This is an optimization exercise on Yosys and OpenROAD, whose aim is small area and a short achievable clock period, not a production implementation. At most, simulation tests tie the RTL to the original design; equivalence was not proved. The flow treats the clock pin as an ideal source, which a real chip does not have. Power figures rest on the tool's default switching activity, not on a simulated workload.

== rev 12 ==
==> flow/design.v <==
module axi_stream_insert_header #(
    parameter DATA_WD = 128,
    parameter DATA_BYTE_WD = DATA_WD / 8
) (
    input clk,
    input rst_n,
    input valid_in,
    input [DATA_WD-1 : 0] data_in,
    input [DATA_BYTE_WD-1 : 0] keep_in,
    input last_in,
    output reg ready_in,
    output reg valid_out,
    output reg [DATA_WD-1 : 0] data_out,
    output reg [DATA_BYTE_WD-1 : 0] keep_out,
    output reg last_out,
    input ready_out,
    input valid_insert,
    input [DATA_WD-1 : 0] header_insert,
    input [DATA_BYTE_WD-1 : 0] keep_insert,
    output reg ready_insert
);
function integer clog2;
input integer n;
begin
    for (clog2 = 0; n > 0; clog2 = clog2 + 1)
        n = n >> 1;
end
endfunction
localparam BW = DATA_BYTE_WD;
localparam ZW = clog2(BW - 1);
function hz_ge;
    input [BW-1:0] keep;
    input integer k;
begin
    if (k <= 0)
        hz_ge = 1'b1;
    else if (k >= BW)
        hz_ge = 1'b0;
    else
        hz_ge = ~keep[BW-k];
end
endfunction
function [ZW-1:0] therm_zeros;
    input [BW-1:0] keep;
    integer i, m;
    reg acc;
begin
    for (i = 0; i < ZW; i = i + 1) begin
        acc = 1'b0;
        for (m = (1 << i); m < BW; m = m + (2 << i))
            acc = acc | (hz_ge(keep, m) & ~hz_ge(keep, m + (1 << i)));
        therm_zeros[i] = acc;
    end
end
endfunction
reg [DATA_WD-1:0] prev;         
reg [ZW-1:0] hz;                
reg pend;                       
reg rin;                        
wire start = ~rin & ~valid_out & ready_out & valid_insert & valid_in;
wire [2*DATA_WD-1:0] win0 = {prev, data_in};
wire [2*DATA_WD-1:0] win1 = hz[3] ? {win0[2*DATA_WD-1-64:0], 64'b0} : win0;
wire [2*DATA_WD-1:0] win2 = hz[2] ? {win1[2*DATA_WD-1-32:0], 32'b0} : win1;
wire [2*DATA_WD-1:0] win3 = hz[1] ? {win2[2*DATA_WD-1-16:0], 16'b0} : win2;
wire [2*DATA_WD-1:0] win4 = hz[0] ? {win3[2*DATA_WD-1-8:0], 8'b0} : win3;
reg [BW-1:0] prevk;
wire [BW-1:0] curk = {rin, keep_in[BW-2:0] & {(BW-1){rin}}};
wire [2*BW-1:0] wk0 = {prevk, curk};
wire [2*BW-1:0] wk1 = hz[3] ? {wk0[2*BW-1-8:0], 8'b0} : wk0;
wire [2*BW-1:0] wk2 = hz[2] ? {wk1[2*BW-1-4:0], 4'b0} : wk1;
wire [2*BW-1:0] wk3 = hz[1] ? {wk2[2*BW-1-2:0], 2'b0} : wk2;
wire [2*BW-1:0] wk4 = hz[0] ? {wk3[2*BW-1-1:0], 1'b0} : wk3;
reg spill;
integer k;
always @(*) begin
    spill = 1'b1;
    for (k = 1; k < BW; k = k + 1)
        spill = spill & ((hz < k) | keep_in[BW-1-k]);
end
always @(posedge clk or negedge rst_n) begin
    if (~rst_n) begin
        ready_in <= 1'b0;
        rin <= 1'b0;
        ready_insert <= 1'b0;
        valid_out <= 1'b0;
        pend <= 1'b0;
    end
    else begin
        ready_in <= start | (ready_in & ~last_in);
        rin <= start | (rin & ~last_in);
        ready_insert <= start;
        valid_out <= rin | pend;
        pend <= rin & last_in & spill;
    end
end
always @(posedge clk) begin
    if (~rin & ~valid_out)
        hz <= therm_zeros(keep_insert);
    prev <= rin ? data_in : header_insert;
    data_out <= win4[2*DATA_WD-1:DATA_WD];
    prevk <= keep_in | {BW{~rin}};
    keep_out <= wk4[2*BW-1:BW];
    last_out <= pend | (rin & last_in & ~spill);
end
endmodule
Settings: LEC_CHECK=0, CAP_MARGIN=20, CORE_MARGIN=2, CORE_UTILIZATION=50, SETUP_SLACK_MARGIN=1.0, SLEW_MARGIN=20; clock period 14.0 ns.
standard.sh (not shown) runs the stock make flow with config.mk's settings and CLKGATE_MAP_FILE= SYNTH_SCRIPT=/design/flow/synth_recipe.tcl, a recipe that flattens the netlist after the stock synthesis.
==> flow/flow/run.sh <==
#!/bin/bash
# The standard ORFS layout (the standard.sh), with these changes made through
# ORFS's own hooks and variables:
#  - the port buffers are buf_1 cells, resized after placement (post_gp.tcl)
#  - clock tree synthesis without dummy loads, from clkbuf_8 cells
set -euo pipefail
here=$(pwd)
export BUFFER_PORTS_ARGS="-buffer_cell sky130_fd_sc_hd__buf_1"
export POST_GLOBAL_PLACE_TCL="$here/flow/post_gp.tcl"
export CTS_ARGS="-sink_clustering_enable -repair_clock_nets -dont_use_dummy_load -buf_list sky130_fd_sc_hd__clkbuf_8"
bash standard.sh > standard_flow.log 2>&1
==> flow/flow/post_gp.tcl <==
# Give the output ports a stronger buffer than the buf_1 that buffer_ports inserted.
set out_buf sky130_fd_sc_hd__buf_2
set n 0
foreach bterm [[ord::get_db_block] getBTerms] {
  if {[$bterm getIoType] != "OUTPUT"} { continue }
  set net [$bterm getNet]
  if {$net == "NULL"} { continue }
  foreach iterm [$net getITerms] {
    if {![$iterm isOutputSignal]} { continue }
    set inst [$iterm getInst]
    if {[[$inst getMaster] getName] == "sky130_fd_sc_hd__buf_1"} {
      replace_cell [get_cells [$inst getName]] [get_lib_cells $out_buf]
      incr n
    }
  }
}
puts "post_gp.tcl: $n output buffers now $out_buf"
Rev 12 completed; timing, DRC and antenna clean
The inputs of rev 13 differ from those of rev 12 as listed below.
diff --git a/flow/design.v b/flow/design.v
--- a/flow/design.v
+++ b/flow/design.v
@@ -52,34 +52,29 @@
         therm_zeros[i] = acc;
     end
 end
 endfunction
 reg [DATA_WD-1:0] prev;         
 reg [ZW-1:0] hz;                
+reg [BW-1:0] keep_tail;         
 reg pend;                       
 reg rin;                        
 wire start = ~rin & ~valid_out & ready_out & valid_insert & valid_in;
 wire [2*DATA_WD-1:0] win0 = {prev, data_in};
 wire [2*DATA_WD-1:0] win1 = hz[3] ? {win0[2*DATA_WD-1-64:0], 64'b0} : win0;
 wire [2*DATA_WD-1:0] win2 = hz[2] ? {win1[2*DATA_WD-1-32:0], 32'b0} : win1;
 wire [2*DATA_WD-1:0] win3 = hz[1] ? {win2[2*DATA_WD-1-16:0], 16'b0} : win2;
 wire [2*DATA_WD-1:0] win4 = hz[0] ? {win3[2*DATA_WD-1-8:0], 8'b0} : win3;
-reg [BW-1:0] prevk;
-wire [BW-1:0] curk = {rin, keep_in[BW-2:0] & {(BW-1){rin}}};
-wire [2*BW-1:0] wk0 = {prevk, curk};
-wire [2*BW-1:0] wk1 = hz[3] ? {wk0[2*BW-1-8:0], 8'b0} : wk0;
-wire [2*BW-1:0] wk2 = hz[2] ? {wk1[2*BW-1-4:0], 4'b0} : wk1;
-wire [2*BW-1:0] wk3 = hz[1] ? {wk2[2*BW-1-2:0], 2'b0} : wk2;
-wire [2*BW-1:0] wk4 = hz[0] ? {wk3[2*BW-1-1:0], 1'b0} : wk3;
-reg spill;
-integer k;
-always @(*) begin
-    spill = 1'b1;
-    for (k = 1; k < BW; k = k + 1)
-        spill = spill & ((hz < k) | keep_in[BW-1-k]);
-end
+wire [2*BW-1:0] kr0 = {keep_in, keep_in};
+wire [2*BW-1:0] kr1 = hz[3] ? {kr0[2*BW-1-8:0], 8'b0} : kr0;
+wire [2*BW-1:0] kr2 = hz[2] ? {kr1[2*BW-1-4:0], 4'b0} : kr1;
+wire [2*BW-1:0] kr3 = hz[1] ? {kr2[2*BW-1-2:0], 2'b0} : kr2;
+wire [2*BW-1:0] kr4 = hz[0] ? {kr3[2*BW-1-1:0], 1'b0} : kr3;
+wire [BW-1:0] krot = kr4[2*BW-1:BW];
+wire [BW-1:0] hmask = {BW{1'b1}} << hz;
+wire spill = krot[BW-1];
 always @(posedge clk or negedge rst_n) begin
     if (~rst_n) begin
         ready_in <= 1'b0;
         rin <= 1'b0;
         ready_insert <= 1'b0;
         valid_out <= 1'b0;
@@ -95,11 +90,11 @@
 end
 always @(posedge clk) begin
     if (~rin & ~valid_out)
         hz <= therm_zeros(keep_insert);
     prev <= rin ? data_in : header_insert;
     data_out <= win4[2*DATA_WD-1:DATA_WD];
-    prevk <= keep_in | {BW{~rin}};
-    keep_out <= wk4[2*BW-1:BW];
+    keep_tail <= krot & hmask;
+    keep_out <= pend ? keep_tail : (krot | hmask);
     last_out <= pend | (rin & last_in & ~spill);
 end
 endmodule
==> summary.txt <==
- Rev 13 went all the way through the flow, and no timing, DRC or antenna check failed.
- Rev 13 against rev 12: portion of total power attributed to combinational logic dropped 0.3 points; combinational power climbed about 2%.
- Overall power of rev 13 exceeds that of rev 12 by a few percent.
- Comparing rev 13 against rev 12, there is no change at all in count of inserted tapcells.
- A highest layer used for signal routing of met5 is what rev 13 shows, while met4 belongs to rev 12.
- Rev 13 ends up with a clock skew that is 0.015 ns lower than in rev 12.
- Comparing rev 12 against rev 13, there is no change at all in sequential cell count.
- Diff rev 12 -> rev 13: number of logic inverters in the finished layout fell 31; multi-input combinational cell count fell about 26%; total wire length after detailed routing fell about 16%; HPWL reported at the end of detailed placement fell 8200 µm; final instance count without filler cells fell 12%.
Only the layout flow was run in rev 12; the RTL was not checked for function there.

---

Another version of the RTL of axi_stream_insert_header (not shown whole).
Size: about 1200 cells after synthesis, roughly 290 flip-flops, ~440 I/O pins, ~0.012 sq mm of cells after synthesis.
==> module axi_stream_insert_header, before the edit <==
module axi_stream_insert_header #(
    parameter DATA_WD = 128,
    parameter DATA_BYTE_WD = DATA_WD / 8
) (
    input clk,
    input rst_n,
    input valid_in,
    input [DATA_WD-1 : 0] data_in,
    input [DATA_BYTE_WD-1 : 0] keep_in,
    input last_in,
    output reg ready_in,
    output reg valid_out,
    output reg [DATA_WD-1 : 0] data_out,
    output reg [DATA_BYTE_WD-1 : 0] keep_out,
    output reg last_out,
    input ready_out,
    input valid_insert,
    input [DATA_WD-1 : 0] header_insert,
    input [DATA_BYTE_WD-1 : 0] keep_insert,
    output reg ready_insert
);
function integer clog2;
input integer n;
begin
    for (clog2 = 0; n > 0; clog2 = clog2 + 1)
        n = n >> 1;
end
endfunction
localparam BW = DATA_BYTE_WD;
localparam ZW = clog2(BW - 1);
function hz_ge;
    input [BW-1:0] keep;
    input integer k;
begin
    if (k <= 0)
        hz_ge = 1'b1;
    else if (k >= BW)
        hz_ge = 1'b0;
    else
        hz_ge = ~keep[BW-k];
end
endfunction
function [ZW-1:0] therm_zeros;
    input [BW-1:0] keep;
    integer i, m;
    reg acc;
begin
    for (i = 0; i < ZW; i = i + 1) begin
        acc = 1'b0;
        for (m = (1 << i); m < BW; m = m + (2 << i))
            acc = acc | (hz_ge(keep, m) & ~hz_ge(keep, m + (1 << i)));
        therm_zeros[i] = acc;
    end
end
endfunction
reg [DATA_WD-1:0] prev;         
reg [ZW-1:0] hz;                
reg pend;                       
reg rin;                        
reg first;                      
wire start = ~rin & ~valid_out & ready_out & valid_insert & valid_in;
wire [2*DATA_WD-1:0] win0 = {first ? header_insert : prev, data_in};
wire [2*DATA_WD-1:0] win1 = hz[3] ? {win0[2*DATA_WD-1-64:0], 64'b0} : win0;
wire [2*DATA_WD-1:0] win2 = hz[2] ? {win1[2*DATA_WD-1-32:0], 32'b0} : win1;
wire [2*DATA_WD-1:0] win3 = hz[1] ? {win2[2*DATA_WD-1-16:0], 16'b0} : win2;
wire [2*DATA_WD-1:0] win4 = hz[0] ? {win3[2*DATA_WD-1-8:0], 8'b0} : win3;
wire [BW-1:0] kin = {1'b1, keep_in[BW-2:0]};
function fz_ge;
    input [BW-1:0] keep;
    input integer m;
begin
    if (m <= 0)
        fz_ge = 1'b1;
    else if (m >= BW)
        fz_ge = 1'b0;
    else
        fz_ge = ~keep[m-1];
end
endfunction
function [ZW-1:0] fz_of;
    input [BW-1:0] keep;
    integer i, m;
    reg acc;
begin
    for (i = 0; i < ZW; i = i + 1) begin
        acc = 1'b0;
        for (m = (1 << i); m < BW; m = m + (2 << i))
            acc = acc | (fz_ge(keep, m) & ~fz_ge(keep, m + (1 << i)));
        fz_of[i] = acc;
    end
end
endfunction
reg [ZW-1:0] fzd;               
wire [ZW-1:0] tz = hz + fzd;    
wire [2*BW-1:0] kw0 = {{BW{1'b1}}, kin};
wire [2*BW-1:0] kw1 = hz[3] ? {kw0[2*BW-1-8:0], 8'b0} : kw0;
wire [2*BW-1:0] kw2 = hz[2] ? {kw1[2*BW-1-4:0], 4'b0} : kw1;
wire [2*BW-1:0] kw3 = hz[1] ? {kw2[2*BW-1-2:0], 2'b0} : kw2;
wire [2*BW-1:0] kw4 = hz[0] ? {kw3[2*BW-1-1:0], 1'b0} : kw3;
wire [BW-1:0] keep_cur = kw4[2*BW-1:BW];
wire spill = kw4[BW-1];
always @(posedge clk or negedge rst_n) begin
    if (~rst_n) begin
        ready_in <= 1'b0;
        rin <= 1'b0;
        ready_insert <= 1'b0;
        valid_out <= 1'b0;
        pend <= 1'b0;
    end
    else begin
        ready_in <= start | (ready_in & ~last_in);
        rin <= start | (rin & ~last_in);
        ready_insert <= start;
        valid_out <= rin | pend;
        pend <= rin & last_in & spill;
    end
end
always @(posedge clk) begin
    if (~rin & ~valid_out)
        hz <= therm_zeros(keep_insert);
    first <= start;
    prev <= data_in;
    data_out <= win4[2*DATA_WD-1:DATA_WD];
    fzd <= fz_of(keep_in);
    keep_out <= pend ? ({BW{1'b1}} << tz) : keep_cur;
    last_out <= pend | (rin & last_in & ~spill);
end
endmodule
Settings: LEC_CHECK=0, CAP_MARGIN=20, CORE_MARGIN=2, CORE_UTILIZATION=50, PLACE_DENSITY=0.75, SETUP_SLACK_MARGIN=1.0, SLEW_MARGIN=20; clock period 14.0 ns.
==> flow/flow/run.sh <==
#!/bin/bash
# The standard ORFS layout (the standard.sh), with these changes made through
# ORFS's own hooks and variables:
#  - synthesis is the standard synthesis with an area-oriented ABC mapping
#    script and a smaller cell list for ABC (synth_abc.tcl, abc_map.script)
#  - the port buffers are buf_1 cells
#  - clock tree synthesis without dummy loads, from a clkbuf_16 root and clkbuf_8
#    cells in larger clusters
#  - repair_timing after CTS and after global routing aims at a setup slack of
#    FLOW_FLOW_MARGIN ns (margin.tcl)
set -euo pipefail
here=$(pwd)
export FLOW_STD_SYNTH="$here/synth_recipe.tcl"
export FLOW_ABC_SCRIPT="$here/flow/abc_map.script"
export FLOW_ABC_DONT_USE="sky130_fd_sc_hd__o22a_1 sky130_fd_sc_hd__o22a_2 sky130_fd_sc_hd__o22a_4 sky130_fd_sc_hd__a22o_1 sky130_fd_sc_hd__a22o_2 sky130_fd_sc_hd__a22o_4"
export FLOW_FLOW_MARGIN=10.1
export BUFFER_PORTS_ARGS="-buffer_cell sky130_fd_sc_hd__buf_1"
export CTS_ARGS="-sink_clustering_enable -repair_clock_nets -dont_use_dummy_load -buf_list sky130_fd_sc_hd__clkbuf_8 -root_buf sky130_fd_sc_hd__clkbuf_16 -sink_clustering_size 16 -sink_clustering_max_diameter 60"
export PRE_CTS_TCL="$here/flow/margin.tcl"
export PRE_GLOBAL_ROUTE_TCL="$here/flow/margin.tcl"
bash standard.sh SYNTH_SCRIPT="$here/flow/synth_abc.tcl" finish > standard_flow.log 2>&1
==> flow/flow/abc_map.script <==
strash
dch
amap -Q 0.1
topo
==> flow/flow/margin.tcl <==
# Have this step's repair_timing aim at a setup slack of FLOW_FLOW_MARGIN ns
# instead of the configured margin, so that the paths that set the achieved
# period get sized and buffered as critical paths.
set ::env(SETUP_SLACK_MARGIN) $::env(FLOW_FLOW_MARGIN)
==> flow/flow/synth_abc.tcl <==
# The standard synthesis (synth_recipe.tcl, sourced below), with one change:
# ABC maps the logic with flow/abc_map.script (an area-oriented mapping: strash; dch;
# amap -Q 0.1) instead of ORFS's abc_speed.script, and without the cells listed in
# FLOW_ABC_DONT_USE (o22a and a22o, so that the byte-shift muxes map to o22ai).
# Flip-flops are mapped before ABC runs, so the registers, their names and cell
# types are those of the standard synthesis.
proc abc {args} {
  set i [lsearch -exact $args -script]
  if {$i >= 0} {
    lset args [expr {$i + 1}] $::env(FLOW_ABC_SCRIPT)
  }
  foreach cell $::env(FLOW_ABC_DONT_USE) {
    lappend args -dont_use $cell
  }
  yosys abc {*}$args
}
source $::env(FLOW_STD_SYNTH)
Change:
--- a/flow/design.v
+++ b/flow/design.v
@@ -55,13 +55,12 @@
 endfunction
 reg [DATA_WD-1:0] prev;         
 reg [ZW-1:0] hz;                
 reg pend;                       
 reg rin;                        
-reg first;                      
 wire start = ~rin & ~valid_out & ready_out & valid_insert & valid_in;
-wire [2*DATA_WD-1:0] win0 = {first ? header_insert : prev, data_in};
+wire [2*DATA_WD-1:0] win0 = {prev, data_in};
 wire [2*DATA_WD-1:0] win1 = hz[3] ? {win0[2*DATA_WD-1-64:0], 64'b0} : win0;
 wire [2*DATA_WD-1:0] win2 = hz[2] ? {win1[2*DATA_WD-1-32:0], 32'b0} : win1;
 wire [2*DATA_WD-1:0] win3 = hz[1] ? {win2[2*DATA_WD-1-16:0], 16'b0} : win2;
 wire [2*DATA_WD-1:0] win4 = hz[0] ? {win3[2*DATA_WD-1-8:0], 8'b0} : win3;
 wire [BW-1:0] kin = {1'b1, keep_in[BW-2:0]};
@@ -116,12 +115,11 @@
     end
 end
 always @(posedge clk) begin
     if (~rin & ~valid_out)
         hz <= therm_zeros(keep_insert);
-    first <= start;
-    prev <= data_in;
+    prev <= rin ? data_in : header_insert;
     data_out <= win4[2*DATA_WD-1:DATA_WD];
     fzd <= fz_of(keep_in);
     keep_out <= pend ? ({BW{1'b1}} << tz) : keep_cur;
     last_out <= pend | (rin & last_in & ~spill);
 end
Total power goes up by a few percent.
Clock-buffer cell count is unchanged.
Via count goes up by a few percent.
Utilization goes up by 0.31 points.
Setup slack loses 0.0077 ns.
Cell count goes up by a few percent.

==> port drivers added, routing unchanged <==
How much do the figures lean on ideal ports? The routed layouts below were timed once more, with nothing changed but the port constraints. Step 1 (the two cells are an assumption about what drives the block):
set clk [get_ports {clk}]
set_driving_cell -lib_cell sky130_fd_sc_hd__clkbuf_16 $clk
set_driving_cell -lib_cell sky130_fd_sc_hd__buf_2 [delete_from_list [all_inputs] $clk]
Step 2 times the ports against the registers' clock, not the clock port: input delays grow and output delays shrink by t, the midpoint of the rising clock arrivals with the driver on. a / b / c = ideal ports / drivers / drivers and shift; a / b = the first two.
run	t (ns)	setup WS [ns]	hold WS [ns]
rev 12	0.608	9.809 / 9.809 / 9.597	0.519 / 0.519 / 0.519
rev 13	0.604	10.044 / 9.996 / 9.621	0.403 / 0.403 / 0.403
the first run of note 2	0.530	10.136 / 10.088 / 9.848	0.494 / 0.494 / 0.494
the second run of note 2	0.538	10.128 / 10.081 / 9.810	0.512 / 0.512 / 0.512
After both steps setup and hold are still met in every run listed. The setup slack of rev 13, which loses most, moves by -0.048 ns with the drivers and by -0.423 ns with both steps.
